This is an optimization exercise on Yosys and OpenROAD, whose aim is small area and a short achievable clock period, not a production implementation.
Where RTL was checked, it was by simulation tests only, not by an equivalence proof against the original.
The flow treats the clock pin as an ideal source. Dropping or thinning the clock tree relies on that and would not hold on a real chip.
Power and IR drop assume default switching activity.

v6:
==> module apb_master, before the edit <==
module apb_master (
  input PCLK,
  input PRESETn,
  input transfer,
  input read_write,
  input  [7:0] write_addr,
  input  [7:0] write_data,
  input  [7:0] read_addr,
  output [7:0] ins_h_n,      
  output [7:0] ins_l_n,      
  output reg [7:0] wdata,    
  output [31:0] lo_n,        
  output reg [7:0] hi,       
  input  [7:0] rdata,
  output reg [7:0] read_data_out
);
  reg st1, st2, st3;         
  reg idle;                  
  reg wr1, wr2, wr3;         
  reg wm;                    
  reg wm4;                   
  reg [7:0] mid_n;           
  reg rd1, rd2;              
  reg [2:0] cnt;             
  reg [7:0] addr;
  reg vis;                   
  reg [7:0] rhold;           
  reg rpol;                  
  reg [7:0] rshadow;
  wire start = idle & transfer;
  wire [7:0] addr_d  = idle ? (read_write ? write_addr : read_addr) : addr;
  always @(posedge PCLK or negedge PRESETn) begin
    if (!PRESETn) begin
      st1 <= 1'b0; st2 <= 1'b0; st3 <= 1'b0;
      idle <= 1'b1;
      wr1 <= 1'b0; wr2 <= 1'b0; wr3 <= 1'b0;
      wm  <= 1'b0;
      rd1 <= 1'b0; rd2 <= 1'b0;
    end else begin
      st1 <= start;
      st2 <= st1;
      st3 <= st2;
      idle <= ~(start | st1 | st2);
      wr1 <= start & read_write;
      wr2 <= wr1;
      wr3 <= wr2;
      wm  <= (start & read_write & (write_addr[1:0] == ~cnt[1:0]))
           | ((wr1 | wr2) & (addr[1:0] == ~cnt[1:0]));
      rd1 <= start & ~read_write;
      rd2 <= rd1;
    end
  end
  wire wnow = wm | wm4;
  assign ins_h_n = ~({8{wnow}} & hi);
  assign ins_l_n = mid_n;
  genvar c;
  wire [7:0]  raddr_d = idle ? read_addr : addr;
  wire [15:0] lo_dec_n;
  wire        vis_d;
  apb_rdec u_rdec (.a(raddr_d[4:0]), .cnt(cnt[1:0]), .lo_n(lo_dec_n), .vis(vis_d));
  wire [2:0] x_now  = {1'b0, addr[1:0]} + cnt + 3'd7;
  wire [2:0] x_next = {1'b0, write_addr[1:0]} + cnt;
  wire [7:0] rbyte = rhold ^ {8{rpol}};
  generate
    for (c = 0; c < 2; c = c + 1) begin : g_lo
      apb_lo_reg u_lo (.PCLK(PCLK), .d(lo_dec_n), .q_n(lo_n[16*c +: 16]));
    end
  endgenerate
  wire take1 = rd1 & vis;    
  wire take2 = rd2 & vis;    
  always @(posedge PCLK) begin
    cnt   <= cnt + 3'd1;
    wm4   <= wr3 & (addr[1:0] == ~cnt[1:0]);
    mid_n <= idle ? ~(8'h1 << write_addr[4:2]) : ~(8'h1 << addr[4:2]);
    addr  <= addr_d;
    if (idle)
      wdata <= write_data ^ {8{x_next[2]}};
    hi    <= idle ? (read_write ? 8'h1 << write_addr[7:5] : 8'h1 << read_addr[7:5])
                  : 8'h1 << addr[7:5];
    vis   <= vis_d;
    if (take1 | take2) begin
      rhold <= rdata;
      rpol  <= x_now[2];
    end
    rshadow <= rbyte;
    read_data_out <= rd2 ? rshadow : rbyte;
  end
endmodule
clock: 7.0 ns
lec_check: 0
cap_margin: 40
core_margin: 2
core_utilization: 60
place_density: 0.7
setup_slack_margin: 4.6
slew_margin: 70
synth_hierarchical: 1
standard.sh (not shown) runs the stock make flow with config.mk's settings and CLKGATE_MAP_FILE= SYNTH_SCRIPT=/design/flow/synth_recipe.tcl, a recipe that flattens the netlist after the stock synthesis.
==> flow/flow/run.sh <==
#!/bin/bash
# The standard layout (standard.sh) with hooks into its steps:
#   flow/downsize.tcl (PRE_FLOORPLAN_TCL) sets logic cells to their
#     smallest size; the floorplan's repair_timing and the later repair
#     steps size up what timing needs.
#   flow/place_out.tcl (POST_GLOBAL_PLACE_TCL) puts each output register
#     next to its port buffer.
#   flow/clock_tree.tcl (PRE_CTS_TCL) builds a two-level clock tree in place
#     of TritonCTS.
#   The port buffers are buf_2 cells (BUFFER_PORTS_ARGS).
# The make output goes to standard.log here; ORFS keeps each step's own log
# under orfs/logs/.
set -euo pipefail
export PRE_FLOORPLAN_TCL="$PWD/flow/downsize.tcl"
export PRE_CTS_TCL="$PWD/flow/clock_tree.tcl"
export POST_GLOBAL_PLACE_TCL="$PWD/flow/place_out.tcl"
export BUFFER_PORTS_ARGS="-buffer_cell sky130_fd_sc_hd__buf_2"
bash standard.sh > standard.log 2>&1
Other scripts of this flow, unchanged in this note and not shown: flow/flow/clock_tree.tcl, flow/flow/downsize.tcl, flow/flow/place_out.tcl
#### Input delta (v7 over v6)
-- flow/design.v --
<<< v6, line 16
);
  reg st1, st2, st3;         
  reg idle;                  
  reg wr1, wr2, wr3;         
  reg wm;                    
>>> v7, line 16
);
  reg st1, st2, st3;         
  reg wr1, wr2, wr3;         
  reg wm;                    
<<< v6, line 28
  reg rpol;                  
  reg [7:0] rshadow;
  wire start = idle & transfer;
  wire [7:0] addr_d  = idle ? (read_write ? write_addr : read_addr) : addr;
>>> v7, line 27
  reg rpol;                  
  reg [7:0] rshadow;
  wire idle  = ~(st1 | st2 | st3);
  wire start = idle & transfer;
  wire [7:0] addr_d  = idle ? (read_write ? write_addr : read_addr) : addr;
<<< v6, line 33
    if (!PRESETn) begin
      st1 <= 1'b0; st2 <= 1'b0; st3 <= 1'b0;
      idle <= 1'b1;
      wr1 <= 1'b0; wr2 <= 1'b0; wr3 <= 1'b0;
      wm  <= 1'b0;
>>> v7, line 33
    if (!PRESETn) begin
      st1 <= 1'b0; st2 <= 1'b0; st3 <= 1'b0;
      wr1 <= 1'b0; wr2 <= 1'b0; wr3 <= 1'b0;
      wm  <= 1'b0;
<<< v6, line 41
      st2 <= st1;
      st3 <= st2;
      idle <= ~(start | st1 | st2);
      wr1 <= start & read_write;
      wr2 <= wr1;
      wr3 <= wr2;
      wm  <= (start & read_write & (write_addr[1:0] == ~cnt[1:0]))
           | ((wr1 | wr2) & (addr[1:0] == ~cnt[1:0]));
      rd1 <= start & ~read_write;
      rd2 <= rd1;
>>> v7, line 40
      st2 <= st1;
      st3 <= st2;
      wr1 <= start & read_write;
      wr2 <= wr1;
      wr3 <= wr2;
      wm  <= ((start & read_write) | wr1 | wr2) & (addr_d[1:0] == ~cnt[1:0]);
      rd1 <= start & ~read_write;
      rd2 <= rd1;
<<< v6, line 72
    cnt   <= cnt + 3'd1;
    wm4   <= wr3 & (addr[1:0] == ~cnt[1:0]);
    mid_n <= idle ? ~(8'h1 << write_addr[4:2]) : ~(8'h1 << addr[4:2]);
    addr  <= addr_d;
    if (idle)
      wdata <= write_data ^ {8{x_next[2]}};
    hi    <= idle ? (read_write ? 8'h1 << write_addr[7:5] : 8'h1 << read_addr[7:5])
                  : 8'h1 << addr[7:5];
    vis   <= vis_d;
    if (take1 | take2) begin
>>> v7, line 69
    cnt   <= cnt + 3'd1;
    wm4   <= wr3 & (addr[1:0] == ~cnt[1:0]);
    mid_n <= ~(8'h1 << addr_d[4:2]);
    addr  <= addr_d;
    if (idle)
      wdata <= write_data ^ {8{x_next[2]}};
    hi    <= 8'h1 << addr_d[7:5];
    vis   <= vis_d;
    if (take1 | take2) begin
--- outcome ---
On area of the die, v7 tracks v6 almost exactly. [compare] base=v6 new=v7: count of non-filler cells in the finished layout now sits at about the same level, number of cells produced by synthesis neither gained nor lost much, part of the power in combinational logic has increased, final wirelength climbed about 0.7%. ~same worst path arrival time in v7 and v6. In the reports for v7 and v6, the larger number of antenna violations at the first check in global routing belongs to v6. v6 ended up with read_data_out[6] as its critical path endpoint; v7 ended up with read_data_out[7]. v7 vs. v6: minimum setup slack among reg-to-reg paths was more or less identical; sequential share of layout area was more or less identical; multi-input logic portion of the cell area was more or less identical. Measured against each other, v7 and v6 differ in timing-limited maximum frequency, the lower figure coming from v7.
For v7, only the layout was checked, not whether the RTL still works. In every run of this note, the design's own scripts or RTL, not TritonCTS, make the clock network.

separate check: timing with driven ports:
No port has a modelled driver above. Below, the same layouts with a new extraction and two added sets of constraints.
Step 1: set_driving_cell puts a clkbuf_16 on PCLK and a buf_2 on each other input, an assumption about the parent block.
Step 2 adds t to the input delays and takes it off the output delays; t is the mean of the earliest and latest rising clock arrival at the registers after step 1. Input paths then give back, and output paths get back, about the clock's delay inside the block.
a / b / c = ideal ports / drivers / drivers and shift; a / b = the first two.
run	t, ns	setup slack, ns	clock arrival spread, ns	cell pins on the clock port's net
v6	0.658	4.661 / 4.495 / 4.182	0.023 / 0.022	4
v7	0.658	4.647 / 4.486 / 4.133	0.028 / 0.028	4
After both steps every run listed still meets setup and hold. The setup slack of v7, which loses most, moves by -0.161 ns with the drivers and by -0.514 ns with both steps.
